Background: an optimization exercise with open tools, aiming at small area. Do not read the settings as production practice. In this exercise RTL edits were held to simulation tests only and were not proved equivalent to the original. The flow treats the clock pin as an ideal source. Dropping or thinning the clock tree relies on that and would not hold on a real chip. Power is estimated from default activity; no workload was simulated.

--- flow/design.v ---
module HostInterface
  (
   input wire ifclk,
   input wire resetb,
   input wire fx2_hics_b,
   input [2:0] fx2_flags,
   output reg fx2_sloe_b,
   output reg fx2_slrd_b,
   output reg fx2_slwr_b,
   output fx2_slcs_b,
   output reg fx2_pktend_b,
   output [1:0] fx2_fifo_addr,
   input [15:0] fx2_fd_in,
   output [15:0] fx2_fd_out,
   output fx2_fd_oe,
   output reg [15:0] di_term_addr,
   output [31:0] di_reg_addr,
   output [31:0] di_len,
   output di_read_mode,
   output            di_read_req,
   output reg        di_read,
   input wire        di_read_rdy,
   input      [15:0] di_reg_datao,
   output reg        di_write,
   input wire        di_write_rdy,
   output di_write_mode,
   output [15:0] di_reg_datai,
   input [15:0]      di_transfer_status
   );
   localparam [1:0] RCV_CMD = 2'd0, IDLE = 2'd1, PROCESS_CMD = 2'd2, SEND_ACK = 2'd3;
   reg        empty_b, full_b, cmd_start;
   reg [15:0] fd_in;           
   reg [15:0] fd_out;
   reg [1:0]  state;
   reg        is_rd, is_wr;    
   reg        mode;            
   reg        rq0;             
   reg        fa1;             
   reg [31:0] addr;            
   reg [30:0] len;             
   reg [30:0] remn;            
   reg [3:0]  cnt;             
   reg [15:0] checksum;        
   wire hide = (state == RCV_CMD);
   assign di_reg_addr   = hide ? 32'd0 : addr;
   assign di_len        = hide ? 32'd0 : {1'b0, len};
   assign fx2_slcs_b    = 1'b0;
   assign fx2_fifo_addr = {fa1, hide & fa1};
   assign fx2_fd_out    = fd_out;
   assign fx2_fd_oe     = fx2_sloe_b;
   assign di_reg_datai  = fd_in;
   assign di_read_mode  = mode & is_rd;
   assign di_write_mode = mode & is_wr;
   assign di_read_req   = rq0 | (di_read & !rem_zero);
   wire read_ok  = !fx2_slrd_b && empty_b;
   wire [3:0] cnt_inc = cnt + 4'd1;
   wire [31:0] addr_inc;
   wire [32:0] addr_c;
   wire [30:0] rem_dec;        
   wire [31:0] rem_b;
   wire [15:0] csum;
   wire [16:0] csum_c;
   assign addr_c[0] = 1'b1;
   assign rem_b[0]  = 1'b1;
   assign csum_c[0] = 1'b0;
   genvar gi;
   generate
      for (gi = 0; gi < 32; gi = gi + 1) begin : g_inc
         assign addr_inc[gi]  = addr[gi] ^ addr_c[gi];
         assign addr_c[gi+1]  = addr[gi] & addr_c[gi];
      end
      for (gi = 0; gi < 31; gi = gi + 1) begin : g_dec
         assign rem_dec[gi]  = remn[gi] ^ rem_b[gi];
         assign rem_b[gi+1]  = remn[gi] & rem_b[gi];
      end
      for (gi = 0; gi < 16; gi = gi + 1) begin : g_add
         assign csum[gi]     = checksum[gi] ^ fd_out[gi] ^ csum_c[gi];
         assign csum_c[gi+1] = (checksum[gi] & fd_out[gi]) | (csum_c[gi] & (checksum[gi] ^ fd_out[gi]));
      end
   endgenerate
   wire rem_zero = &remn;
   reg        n_sloe_b, n_slrd_b, n_slwr_b, n_pktend_b, n_fa1;
   reg [1:0]  n_state;
   reg        n_mode, n_read, n_write;
   reg [15:0] n_term;
   wire in_proc = !cmd_start && state == PROCESS_CMD;
   wire in_ack  = !cmd_start && state == SEND_ACK;
   wire ack_ld  = in_ack && fx2_sloe_b && fx2_slwr_b && full_b;    
   wire c_add   = in_proc && ((is_rd && !fx2_slwr_b) || (is_wr && di_write));
   wire c_sts   = in_ack && (cnt[2] || cnt[1]);
   wire c_hold  = !cmd_start && !c_add && !c_sts;
   wire [15:0] n_checksum = ({16{c_add}} & csum) | ({16{c_sts}} & di_transfer_status) |
                            ({16{c_hold}} & checksum);
   wire f_k     = ack_ld && cnt[1:0] == 2'd0;
   wire f_c     = ack_ld && (cnt[1:0] == 2'd1 || cnt[1:0] == 2'd2);
   wire f_d     = (ack_ld && cnt[1:0] == 2'd3) || (in_proc && is_rd && di_read);
   wire f_f     = in_proc && is_wr;
   wire f_h     = !cmd_start && !(in_ack && !fx2_sloe_b) && !ack_ld && !(in_proc && (is_wr || di_read));
   wire [15:0] n_fd_out = ({16{f_k}} & 16'hA50F) | ({16{f_c}} & checksum) | ({16{f_d}} & di_reg_datao) |
                          ({16{f_f}} & fd_in) | ({16{f_h}} & fd_out);
   reg [31:0] n_addr;
   reg [30:0] n_len, n_rem;
   reg [3:0]  n_cnt;
   reg        n_is_rd, n_is_wr;
   always @* begin
      n_sloe_b   = fx2_sloe_b;
      n_slrd_b   = fx2_slrd_b;
      n_slwr_b   = fx2_slwr_b;
      n_pktend_b = fx2_pktend_b;
      n_fa1      = fa1;
      n_state    = state;
      n_mode     = (state == PROCESS_CMD) || (state == SEND_ACK);
      n_read     = di_read;
      n_write    = di_write;
      n_term     = di_term_addr;
      n_addr     = addr;
      n_len      = len;
      n_rem      = remn;
      n_cnt      = cnt;
      n_is_rd    = is_rd;
      n_is_wr    = is_wr;
      if (cmd_start) begin
         n_state    = RCV_CMD;
         n_cnt      = 0;
         n_sloe_b   = 0;
         n_slrd_b   = !(empty_b && fx2_slrd_b);
         n_slwr_b   = 1;
         n_pktend_b = 1;
         n_fa1      = 0;
         n_mode     = 0;
         n_write    = 0;
         n_read     = 0;
         n_term     = 0;
      end else begin
         case (state)
           IDLE: begin
              n_sloe_b   = 0;
              n_slrd_b   = 1;
              n_pktend_b = 1;
              n_fa1      = 0;
           end
           RCV_CMD: begin
              n_slrd_b = !(fx2_slrd_b && empty_b);
              if (read_ok) begin
                 case (cnt[2:0])
                   3'd0: begin
                      n_is_rd = (fd_in == 16'hC301);
                      n_is_wr = (fd_in == 16'hC302);
                   end
                   3'd1: n_term = fd_in;
                   3'd2: n_addr[15:0] = fd_in;
                   3'd3: n_addr[31:16] = fd_in;
                   3'd4: begin
                      n_len[14:0] = fd_in[15:1];
                      n_rem[14:0] = ~fd_in[15:1];
                   end
                   3'd5: begin
                      n_len[30:15] = fd_in;
                      n_rem[30:15] = ~fd_in;
                   end
                   default: ;
                 endcase
                 n_cnt = cnt_inc;
              end else if (cnt[3]) begin
                 n_state = PROCESS_CMD;
                 n_cnt   = 0;
              end
           end
           SEND_ACK: begin
              n_fa1 = 1;
              if (!fx2_sloe_b) begin
                 n_sloe_b = 1;
              end else if (fx2_slwr_b) begin
                 if (full_b) begin
                    n_slwr_b = 0;
                    n_cnt    = cnt_inc;
                 end
              end else begin
                 n_slwr_b = 1;
                 if (cnt[2]) begin
                    n_state    = IDLE;
                    n_pktend_b = 0;
                 end
              end
           end
           PROCESS_CMD: begin
              if (is_rd) begin
                 n_sloe_b = 1;
                 n_fa1    = 1;
                 n_slwr_b = !di_read;
                 if (!mode) begin
                 end else if (rem_zero) begin
                    n_read     = 0;
                    if (!fx2_slwr_b && full_b) begin
                       if (|len[7:0])
                         n_pktend_b = 0;
                       else
                         n_state = SEND_ACK;
                    end else if (!fx2_pktend_b) begin
                       n_pktend_b = 1;
                       n_state    = SEND_ACK;
                    end
                 end else begin
                    if (full_b && di_read_rdy && !di_read) begin
                       n_read     = 1;
                       n_rem      = rem_dec;
                       n_addr     = addr_inc;
                    end else begin
                       n_read     = 0;
                    end
                 end
              end else if (is_wr) begin
                 if (!mode) begin
                 end else if (rem_zero) begin
                    n_slrd_b = 1;
                    n_write  = 0;
                    if (di_write_rdy) begin
                       n_cnt   = 0;
                       n_state = SEND_ACK;
                    end
                 end else begin
                    if (cnt[1]) begin
                       if (empty_b && di_write_rdy) begin
                          n_slrd_b   = 0;
                          n_cnt[1:0] = 0;
                       end
                    end else begin
                       n_slrd_b   = 1;
                       n_cnt[1:0] = cnt_inc[1:0];
                    end
                    if (read_ok) begin
                       n_write    = 1;
                       n_rem      = rem_dec;
                       n_cnt[2]   = 1;
                       if (cnt[2])
                         n_addr = addr_inc;
                    end else begin
                       n_write = 0;
                    end
                 end
              end else begin
                 n_state = IDLE;
              end
           end
         endcase
      end
   end
   always @(posedge ifclk or negedge resetb) begin
      if (!resetb) begin
         empty_b      <= 0;
         cmd_start    <= 1;
         state        <= RCV_CMD;
         fx2_sloe_b   <= 0;
         fx2_slrd_b   <= 1;
         fx2_slwr_b   <= 1;
         fx2_pktend_b <= 1;
         fa1          <= 1;
         mode         <= 0;
         rq0          <= 0;
         di_read      <= 0;
         di_write     <= 0;
         di_term_addr <= 0;
      end else begin
         empty_b      <= fx2_flags[0];
         cmd_start    <= fx2_hics_b;
         state        <= n_state;
         fx2_sloe_b   <= n_sloe_b;
         fx2_slrd_b   <= n_slrd_b;
         fx2_slwr_b   <= n_slwr_b;
         fx2_pktend_b <= n_pktend_b;
         fa1          <= n_fa1;
         mode         <= n_mode;
         rq0          <= !cmd_start && state == PROCESS_CMD && is_rd && !mode;
         di_read      <= n_read;
         di_write     <= n_write;
         di_term_addr <= n_term;
      end
   end
   always @(posedge ifclk) begin
      full_b   <= fx2_flags[1];
      if (!n_slrd_b)
        fd_in  <= fx2_fd_in;
      fd_out   <= n_fd_out;
      checksum <= n_checksum;
      addr     <= n_addr;
      len      <= n_len;
      remn     <= n_rem;
      cnt      <= n_cnt;
      is_rd    <= n_is_rd;
      is_wr    <= n_is_wr;
   end
endmodule
--- flow/flow/run.sh ---
#!/bin/bash
# Standard synthesis, then the standard layout with: the smallest buffer on
# each port, synthesis buffers removed and every logic cell downsized at
# floorplan (repair_design restores drive where it is needed).
set -euo pipefail
bash standard.sh synth > synth.log 2>&1
export BUFFER_PORTS_ARGS="-buffer_cell sky130_fd_sc_hd__buf_1"
export REMOVE_ABC_BUFFERS=1
export POST_FLOORPLAN_TCL="$PWD/flow/downsize.tcl"
export CTS_ARGS="-sink_clustering_enable -repair_clock_nets -dont_use_dummy_load -buf_list sky130_fd_sc_hd__clkbuf_8 -sink_clustering_size 30 -sink_clustering_max_diameter 120"
export POST_CTS_TCL="$PWD/flow/clock_tree.tcl"
bash standard.sh finish > layout.log 2>&1
--- flow/flow/clock_tree.tcl ---
# Replace the clock tree that clock_tree_synthesis built (run as POST_CTS_TCL,
# before the CTS step writes its result) with a two-level tree: the
# flip-flops are split by place into groups of at most CLK_GROUP, each group
# is driven by one leaf buffer at its centre (clkbuf_4 for a group of at most
# CLK_SMALL, clkbuf_8 otherwise), and one root buffer fed by the clock port
# drives the leaf buffers.
set group [expr {[info exists ::env(CLK_GROUP)] ? $::env(CLK_GROUP) : 17}]
set small [expr {[info exists ::env(CLK_SMALL)] ? $::env(CLK_SMALL) : 9}]
set rootname [expr {[info exists ::env(CLK_ROOT_BUF)] ? $::env(CLK_ROOT_BUF) : "sky130_fd_sc_hd__clkbuf_16"}]
set block [ord::get_db_block]
set db [ord::get_db]
set root [$block findNet ifclk]

# flip-flop clock pins
set sinks {}
foreach inst [$block getInsts] {
  if { ![regexp {__(df|edf|sdf)} [[$inst getMaster] getName]] } { continue }
  foreach it [$inst getITerms] {
    if { [[$it getMTerm] getName] eq "CLK" } { lappend sinks $it }
  }
}
# remove the buffers and nets that clock_tree_synthesis made
set old_nets {}
foreach inst [$block getInsts] {
  if { [regexp {^(clkbuf_|clkload)} [$inst getName]] } {
    foreach it [$inst getITerms] {
      set net [$it getNet]
      if { $net ne "NULL" && $net ne "" && [$net getName] ne "ifclk" } { lappend old_nets $net }
    }
    odb::dbInst_destroy $inst
  }
}
foreach it $sinks { $it disconnect }
foreach net [lsort -unique $old_nets] {
  if { [llength [$net getITerms]] == 0 && [llength [$net getBTerms]] == 0 } { odb::dbNet_destroy $net }
}

# capacitated k-means on the sink positions
set pts {}
foreach it $sinks {
  set b [[$it getInst] getBBox]
  lappend pts [list [expr {([$b xMin] + [$b xMax]) / 2.0}] [expr {([$b yMin] + [$b yMax]) / 2.0}]]
}
set n [llength $pts]
set k [expr {($n + $group - 1) / $group}]
set sorted [lsort -real -index 0 $pts]
set centers {}
for {set c 0} {$c < $k} {incr c} { lappend centers [lindex $sorted [expr {int(($c + 0.5) * $n / $k)}]] }
for {set iter 0} {$iter < 30} {incr iter} {
  set pairs {}
  for {set i 0} {$i < $n} {incr i} {
    set p [lindex $pts $i]
    for {set c 0} {$c < $k} {incr c} {
      set q [lindex $centers $c]
      lappend pairs [list [expr {abs([lindex $p 0] - [lindex $q 0]) + abs([lindex $p 1] - [lindex $q 1])}] $i $c]
    }
  }
  set assign [lrepeat $n -1]
  set fill [lrepeat $k 0]
  foreach pr [lsort -real -index 0 $pairs] {
    lassign $pr d i c
    if { [lindex $assign $i] >= 0 || [lindex $fill $c] >= $group } { continue }
    lset assign $i $c
    lset fill $c [expr {[lindex $fill $c] + 1}]
  }
  set newc {}
  for {set c 0} {$c < $k} {incr c} {
    set sx 0; set sy 0; set m 0
    foreach p $pts a $assign {
      if { $a == $c } { set sx [expr {$sx + [lindex $p 0]}]; set sy [expr {$sy + [lindex $p 1]}]; incr m }
    }
    lappend newc [expr {$m ? [list [expr {$sx / $m}] [expr {$sy / $m}]] : [lindex $centers $c]}]
  }
  set centers $newc
}

proc add_buf { block master name in out x y } {
  set b [odb::dbInst_create $block $master $name]
  $b setSourceType TIMING
  foreach it [$b getITerms] {
    set t [[$it getMTerm] getName]
    if { $t eq "A" } { $it connect $in }
    if { $t eq "X" } { $it connect $out }
  }
  $b setLocation [expr {int($x)}] [expr {int($y)}]
  $b setPlacementStatus PLACED
  return $b
}
set feed [odb::dbNet_create $block "clknet_root"]
$feed setSigType CLOCK
set sx 0; set sy 0
foreach c $centers { set sx [expr {$sx + [lindex $c 0]}]; set sy [expr {$sy + [lindex $c 1]}] }
add_buf $block [$db findMaster $rootname] "clkbuf_root" $root $feed [expr {$sx / $k}] [expr {$sy / $k}]
for {set c 0} {$c < $k} {incr c} {
  set m [lindex $fill $c]
  if { $m == 0 } { continue }
  set net [odb::dbNet_create $block "clknet_leaf_$c"]
  $net setSigType CLOCK
  set bn [expr {$m <= $small ? "sky130_fd_sc_hd__clkbuf_4" : "sky130_fd_sc_hd__clkbuf_8"}]
  set q [lindex $centers $c]
  add_buf $block [$db findMaster $bn] "clkbuf_leaf_$c" $feed $net [lindex $q 0] [lindex $q 1]
  foreach it $sinks a $assign { if { $a == $c } { $it connect $net } }
  puts "clock_tree: clkbuf_leaf_$c ($bn) drives $m flip-flops"
}
detailed_placement
estimate_parasitics -placement
report_clock_skew
--- flow/flow/downsize.tcl ---
# Swap every logic cell to the smallest cell of its family (same function and
# pins, lower drive); repair_design later upsizes or buffers where slew or
# capacitance need it.
set db [ord::get_db]
set block [ord::get_db_block]
set smallest [dict create]
foreach lib [$db getLibs] {
  foreach m [$lib getMasters] {
    set n [$m getName]
    if { ![regexp {^(sky130_fd_sc_hd__[a-z0-9]+)_([0-9]+)$} $n -> fam drv] } { continue }
    if { [lsearch -exact $::env(DONT_USE_CELLS) $n] >= 0 } { continue }
    set a [expr {[$m getWidth] * [$m getHeight]}]
    if { ![dict exists $smallest $fam] || $a < [lindex [dict get $smallest $fam] 1] } {
      dict set smallest $fam [list $m $a]
    }
  }
}
set swapped 0
foreach inst [$block getInsts] {
  set m [$inst getMaster]
  set n [$m getName]
  if { ![regexp {^(sky130_fd_sc_hd__[a-z0-9]+)_([0-9]+)$} $n -> fam drv] } { continue }
  if { [regexp {tap|fill|decap|conb|clkbuf|clkinv|dly} $fam] } { continue }
  if { ![dict exists $smallest $fam] } { continue }
  set best [lindex [dict get $smallest $fam] 0]
  if { [$best getName] ne $n } {
    if { [$inst swapMaster $best] } { incr swapped }
  }
}
puts "downsize: swapped $swapped instances"
--- flow/standard.sh ---
#!/bin/bash
# synth_recipe.tcl (not shown) runs the flow's synth.tcl, then flattens the netlist and writes it again
# the make line also repeats each setting of config.mk as NAME=value (left out here)
make -C /OpenROAD-flow-scripts/flow DESIGN_CONFIG=/design/flow/config.mk WORK_HOME=/design/flow/orfs CLKGATE_MAP_FILE= SYNTH_SCRIPT=/design/flow/synth_recipe.tcl "${@:-finish}"
--- flow/config.mk ---
export PLATFORM = sky130hd
export DESIGN_NAME = HostInterface
export DESIGN_NICKNAME = HostInterface
export VERILOG_FILES = /design/flow/design.v
export SDC_FILE = /design/flow/constraint.sdc
export NUM_CORES = 4
export LEC_CHECK = 0
export CAP_MARGIN = 20
export CORE_MARGIN = 2
export CORE_UTILIZATION = 40
export PLACE_DENSITY = 0.8
export SLEW_MARGIN = 20
--- flow/constraint.sdc ---
create_clock -name core_clock -period 10.0 [get_ports {ifclk}]
set_input_delay 2.0000 -clock core_clock [delete_from_list [all_inputs] [get_ports {ifclk}]]
set_output_delay 2.0000 -clock core_clock [all_outputs]
set_load 0.01 [all_outputs]
==> results.sh, run 1 <==
export IMPL_p_leak_uw=0.00389
export IMPL_grt_overflow_total=0
export IMPL_routedWlPerCell_um=19.0
export IMPL_cp_max_fo=3
export IMPL_num_antenna_cells=0
export IMPL_dpl_hpwl_um=16300
export IMPL_synth_largest_area_cell="edfxtp_1"
export IMPL_die_w_um=154
export IMPL_relSlewSlack_pct=31.4
export IMPL_clk_pin_slew_ps=110
export IMPL_gp_congestion=0.914
export IMPL_cp_required_ps=10290
export IMPL_tightest_slew_ps=1030
export IMPL_max_freq_mhz=146
export IMPL_netlist_area_um2=8980
export IMPL_status="timing/DRC/antenna clean"
export IMPL_critPathArrivalTime_ps=7130
export IMPL_drc=0
export IMPL_layout_nets=1095
export IMPL_period_share_pct=68.4
export IMPL_holdCritStartpoint="fd_out[12]"
export IMPL_ir_drop_v=0.000139
export IMPL_dieArea_um2=23700
export IMPL_power_frac_seq_pct=48.5
export IMPL_antenna_found_initial=0
export IMPL_clock_sinks=178
export IMPL_ioPinCount=181
export IMPL_ys_ff_latch=178
export IMPL_worst_setup_path_start_kind="flop"
export IMPL_syn2layout_area_growth_pct=12.1
export IMPL_synth_cell_types=65
export IMPL_io_buffers=177
export IMPL_hold_ws_ps=509
export IMPL_clock_skew_final_ps=12.9
export IMPL_cellPowerDensity_nw_per_um2=218
export IMPL_grt_max_degree=94
export IMPL_timing_rr_start="fd_out[0]"
export IMPL_finalSetupViolations=0
export IMPL_yosys_warnings=1
export IMPL_layout_min_cycle_time_ps=6840
export IMPL_maxSlewViolCount=0
export IMPL_postRouteAntennaNets=0
export IMPL_drt_iter0_drc=558
export IMPL_synth_edf_count=112
export IMPL_seq_area_frac_synth_pct=53.9
export IMPL_synth_most_common_cell="nand2_1"
export IMPL_rows=54
export IMPL_p_switching_uw=893
export IMPL_synthTopCellsByArea="edfxtp_1 (37%), ha_1 (9.1%), dfxtp_1 (8.2%), dfrtp_1 (6.7%), nand2_1 (5.7%)"
export IMPL_switching_share_pct=40.7
export IMPL_report_final_hold_viol_count=0
export IMPL_p_comb_share_pct=36.0
export IMPL_first_pass_iters=5
export IMPL_grt_pass1_vias=6471
export IMPL_die_height_um=154
export IMPL_cp_startpoint="fd_out[0]"
export IMPL_yosys_top_cells_count="nand2_1 (136), edfxtp_1 (112), nor2b_1 (69)"
export IMPL_fin_util_pct=45.8
export IMPL_core_um2=22000
export IMPL_worst_setup_path_end_kind="flop"
export IMPL_synth_async_reset_ratio_pct=16.3
export IMPL_drive_gt1_share_pct=3.65
export IMPL_clk_latency_ps=400
export IMPL_ys_flop_type="edfxtp_1"
export IMPL_hold_path_class="flop to flop"
export IMPL_drv_cap=0
export IMPL_vias=6772
export IMPL_p_int_uw=1300
export IMPL_p_clk_share_pct=15.5
export IMPL_synth_top_area_share_pct=37.5
export IMPL_tns_ps=0
export IMPL_grt_usage_pct=19.3
export IMPL_grt_pass1_wl_um=36000
export IMPL_totalWireLength_um=23500
export IMPL_min_path_cells=2
export IMPL_rsz0062_at_grt="false"
export IMPL_start_util_pct=40.9
export IMPL_syn_inst=799
export IMPL_criticalPathCategory="flop to flop"
export IMPL_r2r_cells=22
export IMPL_avgSynthCellArea_um2=11.2
export IMPL_post_drt_via_cell_ratio=5.47
layout by cell type, fill, tap and decap left out, drive strengths merged, types with 10 or more instances in the layout:
master and n:
o21ai 35, dfrtp 24, fa 14, buf 189
a221o 32, nor2b 69, nor2 49, dfxtp 37
a21oi 23, inv 37, clkbuf 13, mux2i 19
nand4 10, ha 65, edfxtp 112, nand2 136
layer usage:
metal	vias up	global-route usage [%]	part of all wire (%)
li1	3160	-	-
met1	3173	26.0	41
met2	393	31.4	45
met3	46	4.88	11
met4	0	4.98	2.6
met5	-	0	0
worst paths after layout:
kind	slack [ps]	to
worst max-delay path	3160	checksum[15]
worst min-delay path	510	fd_out[12]
worst max register to register	3160	checksum[15]
worst min register to register	510	fd_out[12]
max in group asynchronous	7820	di_term_addr[4]
min in group asynchronous	1660	state[1]
layout make-up, without the clock buffers:
type | instances | area (um2)
inverters | 37 | 139
fillers | 1980 | 11900
multi-input cells | 541 | 3800
well taps | 280 | 350
repair buffers | 190 | 763
flip-flops and latches | 178 | 4840
registers in the layout (all words and copies together) (netlist names), 2 cells and up:
register      count
addr             32
checksum         16
cnt               4
di_term_addr     16
fd_in            16
fd_out           16
len              31
remn             31
state             2
power groups by stage:
stage,combinational (uW),sequential (uW),clock (uW)
2_1_floorplan,531,1030,0
3_3_place_gp,761,1070,0
3_5_place_dp,789,1080,0
5_1_grt,885,1070,372
6_report,790,1060,340
through the flow:
step / setup slack [ps] / instances / total power, uW / instance area [um2]
2_1_floorplan: 3570 / 756 / 1560 / 8790
3_3_place_gp: 3360 / 1226 / 1840 / 9890
3_5_place_dp: 3230 / 1226 / 1860 / 9890
5_1_grt: 2930 / 1238 / 2330 / 10100
6_report: 3160 / 1238 / 2190 / 10100
cell families (layout without fill, tap and decap cells):
| family | after synthesis | in the layout | share of synthesized area [%] |
|---|---|---|---|
| other | 1 | 2 | 0.0418 |
| xor gates and xnor gates | 4 | 4 | 0.390 |
| DFF | 178 | 178 | 53.9 |
| AOI/OAI and AO/OA | 128 | 128 | 10.7 |
| adders and majority gates | 79 | 79 | 12.2 |
| buffers and inverters | 81 | 239 | 3.66 |
| and+or+nand+nor | 308 | 308 | 16.9 |
| muxes | 20 | 20 | 2.24 |
critical path, cell delays in order, from the launching register on:
cell and delay, ps:
dfxtp_1 380, ha_1 170, inv_1 50, fa_1 380, fa_1 400, fa_1 400
fa_1 400, fa_1 420, fa_1 400, fa_1 440, fa_1 400, fa_1 390
fa_1 400, fa_1 400, fa_1 380, inv_1 80, fa_1 160, inv_1 50
fa_1 390, xnor2_1 190, xnor2_1 140, nor2_1 50, a221o_1 250
==> run 2, diff against run 1 <==
--- a/flow/flow/run.sh
+++ b/flow/flow/run.sh
@@ -10,3 +10,4 @@
 export CTS_ARGS="-sink_clustering_enable -repair_clock_nets -dont_use_dummy_load -buf_list sky130_fd_sc_hd__clkbuf_8 -sink_clustering_size 30 -sink_clustering_max_diameter 120"
 export POST_CTS_TCL="$PWD/flow/clock_tree.tcl"
+export CLK_GROUP=15
 bash standard.sh finish > layout.log 2>&1
==> run 2 against run 1 <==
Critical endpoint unchanged. Area after synthesis is the same. Clock power grew 4%. Register-to-register slack gained 20 ps. First-iteration DRC count grew 2.3%. Combinational power is essentially flat. Hold slack lost 1.9 ps. Worst setup slack gained 19 ps.
==> results.sh, run 2 <==
export IMPL_cellPowerDensity_nw_per_um2=219
export IMPL_yosys_warnings=1
export IMPL_critPathArrivalTime_ps=7120
export IMPL_start_util_pct=40.9
export IMPL_fin_util_pct=45.9
export IMPL_final_cell_mix="buf_1 (176), nand2_1 (136), edfxtp_1 (112)"
export IMPL_synth_cell_types=65
export IMPL_worst_setup_path_end_kind="flop"
export IMPL_tightest_slew_ps=1020
export IMPL_grt_pass1_vias=6496
export IMPL_holdCritStartpoint="fd_out[12]"
export IMPL_grt_pass1_wl_um=36000
export IMPL_synth_top_area_share_pct=37.5
export IMPL_die_w_um=154
export IMPL_cp_max_fo=3
export IMPL_relSlewSlack_pct=31.8
export IMPL_drt_iter0_drc=571
export IMPL_ys_ff_latch=178
export IMPL_largest_reg_flops=32
export IMPL_ioPinCount=181
export IMPL_antenna_found_initial=0
export IMPL_place_area_um2=9890
export IMPL_drive_gt1_share_pct=3.75
export IMPL_layout_min_cycle_time_ps=6820
export IMPL_synth_async_reset_ratio_pct=16.3
export IMPL_post_drt_via_cell_ratio=5.49
export IMPL_period_share_pct=68.2
export IMPL_regMostFlops="addr"
export IMPL_vias=6796
export IMPL_grt_max_degree=94
export IMPL_clock_sinks=178
export IMPL_core_um2=22000
export IMPL_grt_usage_pct=19.3
export IMPL_totalWireLength_um=23400
export IMPL_timing_rr_start="fd_out[0]"
export IMPL_routedWlPerCell_um=18.9
export IMPL_max_freq_mhz=147
export IMPL_dpl_hpwl_um=16300
export IMPL_rows=54
export IMPL_rsz0062_at_grt="false"
export IMPL_criticalPathCategory="flop to flop"
export IMPL_syn2layout_area_growth_pct=12.2
export IMPL_synth_edf_count=112
export IMPL_hold_path_class="flop to flop"
export IMPL_cp_startpoint="fd_out[0]"
export IMPL_syn_inst=799
export IMPL_num_antenna_cells=0
export IMPL_drc=0
export IMPL_yosys_top_cells_count="nand2_1 (136), edfxtp_1 (112), nor2b_1 (69)"
export IMPL_worst_setup_path_start_kind="flop"
export IMPL_clk_latency_ps=400
export IMPL_finalSetupViolations=0
export IMPL_die_height_um=154
export IMPL_gp_congestion=0.914
export IMPL_tns_ps=0
export IMPL_drv_cap=0
export IMPL_ir_drop_v=0.000138
export IMPL_seq_area_frac_synth_pct=53.9
export IMPL_status="timing/DRC/antenna clean"
export IMPL_reg_top3="addr (32), len (31), remn (31)"
export IMPL_clk_pin_slew_ps=100
export IMPL_synthTopCellsByArea="edfxtp_1 (37%), ha_1 (9.1%), dfxtp_1 (8.2%), dfrtp_1 (6.7%), nand2_1 (5.7%)"
export IMPL_grt_overflow_total=0
export IMPL_clock_skew_final_ps=14.2
export IMPL_io_buffers=177
export IMPL_ys_flop_type="edfxtp_1"
export IMPL_final_area_um2=10100
export IMPL_synth_most_common_cell="nand2_1"
export IMPL_dieArea_um2=23700
export IMPL_p_leak_uw=0.00390
export IMPL_synth_largest_area_cell="edfxtp_1"
export IMPL_layout_nets=1096
export IMPL_first_pass_iters=7
export IMPL_avgSynthCellArea_um2=11.2
export IMPL_final_common_cell="buf_1"
export IMPL_maxSlewViolCount=0
export IMPL_postRouteAntennaNets=0
export IMPL_report_final_hold_viol_count=0
export IMPL_netlist_area_um2=8980
export IMPL_cp_required_ps=10290
==> run 2: cell counts after synthesis <==
No cell type changed its count.
==> run 2: power by group <==
group | switching, uW | total [uW] | leakage [uW] | internal, uW
sequential | 139 | 1060 | 0.00169 | 924
clock | 227 | 354 | 0.0000986 | 127
combinational | 530 | 787 | 0.00211 | 257
==> run 2: final timing paths <==
check,end,slack (ps),cells past startpoint
setup / recovery,checksum[15],3180,22
hold / removal,fd_out[12],510,2
setup reg to reg,checksum[15],3180,22
hold reg to reg,fd_out[12],510,2
max in group asynchronous,di_term_addr[15],7810,1
min in group asynchronous,state[1],1660,1
==> run 2: final cells by class, without the clock buffers <==
type,instances,area [um2]
sequential,178,4840
inverter,37,139
multi-input combinational,541,3800
fill,1982,11900
tap,280,350
timing repair buffer,190,763
==> run 2: critical path: stages, from the launching register on <==
cell     delay, ps
dfxtp_1        380
ha_1           170
inv_1           50
fa_1           380
fa_1           410
fa_1           400
fa_1           400
fa_1           420
fa_1           400
fa_1           430
fa_1           390
fa_1           390
fa_1           400
fa_1           410
fa_1           380
inv_1           80
fa_1           160
inv_1           50
fa_1           390
xnor2_1        190
xnor2_1        140
nor2_1          50
a221o_1        250
==> run 2: routing by layer <==
| layer | part of all wire (%) | wire, um | global-route usage, % | up-vias |
|---|---|---|---|---|
| li1 | - | - | - | 3160 |
| met1 | 42 | 9950 | 26.1 | 3224 |
| met2 | 45 | 10600 | 31.5 | 365 |
| met3 | 9.2 | 2150 | 4.37 | 47 |
| met4 | 3.1 | 723 | 5.38 | 0 |
| met5 | 0 | 0 | 0 | - |
==> run 2: kinds of logic after synthesis <==
group	share of synthesized area, %
xor+xnor	0.390
other cells	0.0418
simple gates	16.9
fa+ha+maj	12.2
compound gates	10.7
flops	53.9
mux	2.24
buf+inv	3.66
==> run 2: through the flow <==
| step | setup slack (ps) | power (uW) | std cells | hold slack, ps |
|---|---|---|---|---|
| final | 3180 | 2200 | 1239 | 507 |
| after global placement | 3360 | 1840 | 1226 | 483 |
| after floorplan | 3570 | 1560 | 756 | 464 |
| after detailed placement | 3230 | 1860 | 1226 | 485 |
| after global routing | 2940 | 2340 | 1239 | 544 |
==> run 3, diff against run 2 <==
--- a/flow/flow/run.sh
+++ b/flow/flow/run.sh
@@ -10,4 +10,4 @@
 export CTS_ARGS="-sink_clustering_enable -repair_clock_nets -dont_use_dummy_load -buf_list sky130_fd_sc_hd__clkbuf_8 -sink_clustering_size 30 -sink_clustering_max_diameter 120"
 export POST_CTS_TCL="$PWD/flow/clock_tree.tcl"
-export CLK_GROUP=15
+export CLK_ROOT_BUF=sky130_fd_sc_hd__clkbuf_8
 bash standard.sh finish > layout.log 2>&1
==> run 3 against run 2 <==
Clock skew down 0.80 ps. Global-route usage hardly changed. Area after synthesis unchanged. Largest power group unchanged. Sequential cell count stayed put. Critical path depth stayed put. Sequential share of layout area is 0.12 points higher. Die area unchanged.
==> results.sh, run 3 <==
export IMPL_synth_top_area_share_pct=37.5
export IMPL_postRouteAntennaNets=0
export IMPL_synth_largest_area_cell="edfxtp_1"
export IMPL_final_common_cell="buf_1"
export IMPL_max_freq_mhz=146
export IMPL_report_final_hold_viol_count=0
export IMPL_vias=6734
export IMPL_ir_drop_v=0.000138
export IMPL_die_w_um=154
export IMPL_synthTopCellsByArea="edfxtp_1 (37%), ha_1 (9.1%), dfxtp_1 (8.2%), dfrtp_1 (6.7%), nand2_1 (5.7%)"
export IMPL_grtUsageMet3_pct=4.79
export IMPL_worst_setup_path_end_kind="flop"
export IMPL_clk_latency_ps=470
export IMPL_synth_most_common_cell="nand2_1"
export IMPL_grt_usage_pct=19.3
export IMPL_synth_edf_count=112
export IMPL_grt_pass1_vias=6466
export IMPL_layout_nets=1095
export IMPL_multi_input_area_um2=3800
export IMPL_syn_inst=799
export IMPL_io_buffers=177
export IMPL_grt_max_degree=94
export IMPL_ys_flop_type="edfxtp_1"
export IMPL_grt_pass1_wl_um=36000
export IMPL_cellPowerDensity_nw_per_um2=217
export IMPL_hold_path_class="flop to flop"
export IMPL_p_leak_uw=0.00389
export IMPL_tns_ps=0
export IMPL_antenna_found_initial=0
export IMPL_routedWlPerCell_um=19.0
export IMPL_num_antenna_cells=0
export IMPL_largest_reg_flops=32
export IMPL_critPathArrivalTime_ps=7210
export IMPL_gp_congestion=0.914
export IMPL_regMostFlops="addr"
export IMPL_grt_use_met1_pct=26.0
export IMPL_rows=54
export IMPL_layout_min_cycle_time_ps=6840
export IMPL_avgSynthCellArea_um2=11.2
export IMPL_yosys_top_cells_count="nand2_1 (136), edfxtp_1 (112), nor2b_1 (69)"
export IMPL_drv_cap=0
export IMPL_syn2layout_area_growth_pct=11.9
export IMPL_place_inst=1226
export IMPL_clock_sinks=178
export IMPL_tightest_slew_ps=1030
export IMPL_final_cell_mix="buf_1 (176), nand2_1 (136), edfxtp_1 (112)"
export IMPL_drive_gt1_share_pct=3.65
export IMPL_reg_top3="addr (32), len (31), remn (31)"
export IMPL_core_um2=22000
export IMPL_fillerInstances=1983
export IMPL_finalSetupViolations=0
export IMPL_die_height_um=154
export IMPL_layout_area_seq_um2=4840
export IMPL_busiest_layer="met2"
export IMPL_netlist_area_um2=8980
export IMPL_ioPinCount=181
export IMPL_seq_area_frac_synth_pct=53.9
export IMPL_ys_ff_latch=178
export IMPL_maxSlewViolCount=0
export IMPL_totalWireLength_um=23500
export IMPL_dpl_hpwl_um=16300
export IMPL_dieArea_um2=23700
export IMPL_synth_cell_types=65
export IMPL_cp_max_fo=3
export IMPL_yosys_warnings=1
export IMPL_criticalPathCategory="flop to flop"
export IMPL_status="timing/DRC/antenna clean"
export IMPL_clk_pin_slew_ps=110
export IMPL_relSlewSlack_pct=30.4
export IMPL_grt_overflow_total=0
export IMPL_use_met2_pct=31.3
export IMPL_period_share_pct=68.4
export IMPL_post_drt_via_cell_ratio=5.44
export IMPL_cp_required_ps=10370
export IMPL_drc=0
export IMPL_clock_skew_final_ps=13.4
export IMPL_start_util_pct=40.9
export IMPL_rsz0062_at_grt="false"
export IMPL_fin_cells=1238
export IMPL_drt_iter0_drc=550
export IMPL_synth_async_reset_ratio_pct=16.3
export IMPL_worst_setup_path_start_kind="flop"
export IMPL_first_pass_iters=7
## run 3: cell counts after synthesis
Identical to the previous run, type by type.
## run 3: kinds of logic after synthesis
| group | count (synthesis) | synth area share, % |
|---|---|---|
| mux | 20 | 2.24 |
| compound gates | 128 | 10.7 |
| simple gates | 308 | 16.9 |
| flops | 178 | 53.9 |
| other cells | 1 | 0.0418 |
| buf+inv | 81 | 3.66 |
| xor+xnor | 4 | 0.390 |
| fa+ha+maj | 79 | 12.2 |
## run 3: area by class of cell, without the clock buffers
type | count | area share (%)
flip-flops and latches | 178 | 48.1
inverters | 37 | 1.38
well taps | 280 | 3.49
repair buffers | 190 | 7.59
multi-input cells | 541 | 37.8
## run 3: path summary, 6_finish.rpt
check                                start               to  slack (ps)  cells after the start
worst max-delay path             fd_out[0]     checksum[15]        3160                     22
worst min-delay path            fd_out[12]       fd_out[12]         510                      2
worst max register to register   fd_out[0]     checksum[15]        3160                     22
worst min register to register  fd_out[12]       fd_out[12]         510                      2
max in group asynchronous           resetb  di_term_addr[4]        7900                      1
min in group asynchronous           resetb         state[1]        1590                      1
## run 3: worst max-delay path: stages (launching register included)
cell and delay (ps):
dfxtp_1 380, ha_1 170, inv_1 50, fa_1 380, fa_1 400, fa_1 400
fa_1 400, fa_1 420, fa_1 400, fa_1 430, fa_1 390, fa_1 390
fa_1 400, fa_1 400, fa_1 380, inv_1 80, fa_1 160, inv_1 50
fa_1 390, xnor2_1 190, xnor2_1 140, nor2_1 50, a221o_1 250
## run 3: power by group
part / switching, uW / leakage, uW / internal, uW / total, uW
Sequential: 138 / 0.00169 / 924 / 1060
Clock: 224 / 0.0000863 / 108 / 332
Combinational: 532 / 0.00211 / 257 / 790
Total: 895 / 0.00389 / 1290 / 2180
## run 3: per-layer routing
| metal | part of all wire (%) | up-vias |
|---|---|---|
| li1 | - | 3156 |
| met1 | 42 | 3192 |
| met2 | 46 | 341 |
| met3 | 9.9 | 45 |
| met4 | 2.6 | 0 |
| met5 | 0 | - |
## run 3: per-stage QoR
step                area [um2]  utilization [%]  hold WS [ps]  power (uW)  worst slack (ps)
floorplan                 8790                -           464        1560              3570
global placement          9890             45.0           483        1840              3360
detailed placement        9890             45.0           485        1860              3230
global route             10100             45.8           546        2320              2930
finish                   10100             45.8           508        2180              3160
==> run 4, diff against run 3 <==
--- a/flow/flow/run.sh
+++ b/flow/flow/run.sh
@@ -10,4 +10,4 @@
 export CTS_ARGS="-sink_clustering_enable -repair_clock_nets -dont_use_dummy_load -buf_list sky130_fd_sc_hd__clkbuf_8 -sink_clustering_size 30 -sink_clustering_max_diameter 120"
 export POST_CTS_TCL="$PWD/flow/clock_tree.tcl"
-export CLK_ROOT_BUF=sky130_fd_sc_hd__clkbuf_8
+export CLK_ROOT_BUF=sky130_fd_sc_hd__clkbuf_4
 bash standard.sh finish > layout.log 2>&1
==> run 4 against run 3 <==
Still clean. Combinational power about the same. Hold slack improved by 2.7 ps. Utilization about the same. Clock power decreased by 2%. Highest routed layer unchanged.
==> results.sh, run 4 <==
export IMPL_status="timing/DRC/antenna clean"
export IMPL_drc=0
export IMPL_cp_max_fo=3
export IMPL_num_antenna_cells=0
export IMPL_regMostFlops="addr"
export IMPL_synth_top_family_by_area="simple AND/OR/NAND/NOR gates"
export IMPL_use_met2_pct=31.3
export IMPL_dieArea_um2=23700
export IMPL_worst_setup_path_end_kind="flop"
export IMPL_hold_path_class="flop to flop"
export IMPL_avgSynthCellArea_um2=11.2
export IMPL_muxShareOfSynthArea_pct=2.24
export IMPL_r2r_setup_slack_ps=3150
export IMPL_grt_pass1_vias=6464
export IMPL_clk_pin_slew_ps=110
export IMPL_maxSlewViolCount=0
export IMPL_max_freq_mhz=146
export IMPL_drt_iter0_drc=615
export IMPL_grt_pass1_wl_um=36000
export IMPL_layout_nets=1095
export IMPL_ir_drop_v=0.000138
export IMPL_seq_area_frac_synth_pct=53.9
export IMPL_routedWlPerCell_um=18.9
export IMPL_die_height_um=154
export IMPL_rr_endpoint="checksum[15]"
export IMPL_ioPinCount=181
export IMPL_grt_use_met1_pct=26.0
export IMPL_pre_cts_ws_ps=3230
export IMPL_synth_top_area_share_pct=37.5
export IMPL_final_cell_mix="buf_1 (176), nand2_1 (136), edfxtp_1 (112)"
export IMPL_critPathArrivalTime_ps=7350
export IMPL_synth_compound_area_share_pct=10.7
export IMPL_antenna_found_initial=0
export IMPL_ys_ff_latch=178
export IMPL_netlist_area_um2=8980
export IMPL_drive_gt1_share_pct=3.65
export IMPL_r2r_cells=22
export IMPL_criticalPathCategory="flop to flop"
export IMPL_first_pass_iters=6
export IMPL_largest_reg_flops=32
export IMPL_start_util_pct=40.9
export IMPL_yosys_top_cells_count="nand2_1 (136), edfxtp_1 (112), nor2b_1 (69)"
export IMPL_fillerInstances=1985
export IMPL_synth_async_reset_ratio_pct=16.3
export IMPL_final_common_cell="buf_1"
export IMPL_post_drt_via_cell_ratio=5.51
export IMPL_grtUsageMet3_pct=4.76
export IMPL_p_leak_uw=0.00388
export IMPL_cp_required_ps=10510
export IMPL_yosys_warnings=1
export IMPL_grt_overflow_total=0
export IMPL_clock_sinks=178
export IMPL_rsz0062_at_grt="false"
export IMPL_layout_min_cycle_time_ps=6850
export IMPL_finalSetupViolations=0
export IMPL_synthTopCellsByArea="edfxtp_1 (37%), ha_1 (9.1%), dfxtp_1 (8.2%), dfrtp_1 (6.7%), nand2_1 (5.7%)"
export IMPL_reg_top3="addr (32), len (31), remn (31)"
export IMPL_vias=6827
export IMPL_tns_ps=0
export IMPL_hold_path_end="fd_out[12]"
export IMPL_report_final_hold_viol_count=0
export IMPL_syn_inst=799
export IMPL_cellPowerDensity_nw_per_um2=217
export IMPL_timing_rr_start="fd_out[0]"
export IMPL_synth_largest_area_cell="edfxtp_1"
export IMPL_ys_flop_type="edfxtp_1"
export IMPL_busiest_layer="met2"
export IMPL_clk_latency_ps=610
export IMPL_postRouteAntennaNets=0
export IMPL_grt_max_degree=94
export IMPL_die_w_um=154
export IMPL_holdCritStartpoint="fd_out[12]"
export IMPL_syn2layout_area_growth_pct=11.9
export IMPL_synth_edf_count=112
export IMPL_dpl_hpwl_um=16300
export IMPL_clock_skew_final_ps=14.0
export IMPL_period_share_pct=68.5
export IMPL_drv_cap=0
export IMPL_min_path_cells=2
export IMPL_tightest_slew_ps=1060
export IMPL_synth_cell_types=65
export IMPL_totalWireLength_um=23500
export IMPL_rows=54
export IMPL_layout_setup_ws_ps=3150
export IMPL_grt_usage_pct=19.3
export IMPL_synth_xor_area_share_pct=0.390
export IMPL_worst_setup_path_start_kind="flop"
export IMPL_io_buffers=177
export IMPL_synthAdderAreaFrac_pct=12.2
export IMPL_yosys_area_share_simple_pct=16.9
export IMPL_relSlewSlack_pct=28.5
export IMPL_core_um2=22000
export IMPL_synth_most_common_cell="nand2_1"
export IMPL_gp_congestion=0.914
## run 4: cell type report, without the clock buffers
cell class                 count  area, um2  share of cell area (%)
sequential                   178       4840                    48.1
multi-input combinational    541       3800                    37.8
tap                          280        350                    3.49
inverter                      37        139                    1.38
timing repair buffer         190        763                    7.60
## run 4: per-layer routing
layer	vias to the layer above	wire length, um
met1	3232	9670
met4	0	599
met3	41	2510
li1	3156	-
met5	-	0
met2	398	10700
## run 4: cell families after synthesis
group	count (synthesis)
AO/OA/AOI/OAI	128
XOR/XNOR	4
adder cells (fa/ha/maj)	79
buffers and inverters	81
flip-flops	178
multiplexers	20
other	1
AND/OR/NAND/NOR	308
## run 4: where the power goes
part	internal, uW	switching (uW)
logic	257	533
clock network	102	223
registers	924	138
total	1280	894
## run 4: worst max-delay path by stage
stage	from	endpoint	slack, ps	cells after the start
after global routing	fd_out[0]	checksum[15]	2930	22
after floorplan	fd_out[0]	checksum[15]	3570	22
final	fd_out[0]	checksum[15]	3150	22
after global placement	fd_out[0]	checksum[15]	3360	22
after detailed placement	checksum[0]	checksum[15]	3230	22
## run 4: critical path, cell delays in order (launching register included)
cell,delay [ps]
dfxtp_1,380
ha_1,170
inv_1,50
fa_1,380
fa_1,400
fa_1,400
fa_1,400
fa_1,420
fa_1,410
fa_1,430
fa_1,390
fa_1,390
fa_1,400
fa_1,410
fa_1,380
inv_1,80
fa_1,160
inv_1,50
fa_1,390
xnor2_1,190
xnor2_1,140
nor2_1,50
a221o_1,250
## run 4: per-stage QoR
step	cells	hold slack, ps	total power, uW	utilization [%]	cell area, um2
2_1_floorplan	756	464	1560	-	8790
3_3_place_gp	1226	483	1840	45.0	9890
3_5_place_dp	1226	485	1860	45.0	9890
5_1_grt	1238	546	2310	45.7	10000
6_report	1238	511	2180	45.7	10000

## static timing again, ports no longer ideal
No port has a modelled driver above. Below, the same layouts with a new extraction and two added sets of constraints. Step 1, drivers: a clkbuf_16 drives ifclk and a buf_2 each remaining input, both assumed. Step 2, shift: input delay + t, output delay - t, t = (earliest + latest rising clock arrival at the registers) / 2. This alone moves slack from input paths to output paths. a / b / c = ideal / step 1 / step 2; a / b = the first two.
run	t, ns	setup WS [ns]	worst data-port slew with drivers (ns)
run 1	0.436	3.157 / 3.157 / 3.157	0.06
run 2	0.434	3.175 / 3.175 / 3.175	0.06
run 3	0.508	3.160 / 3.160 / 3.160	0.06
run 4	0.642	3.153 / 3.153 / 3.153	0.06
After both steps setup and hold are still met in every run listed.
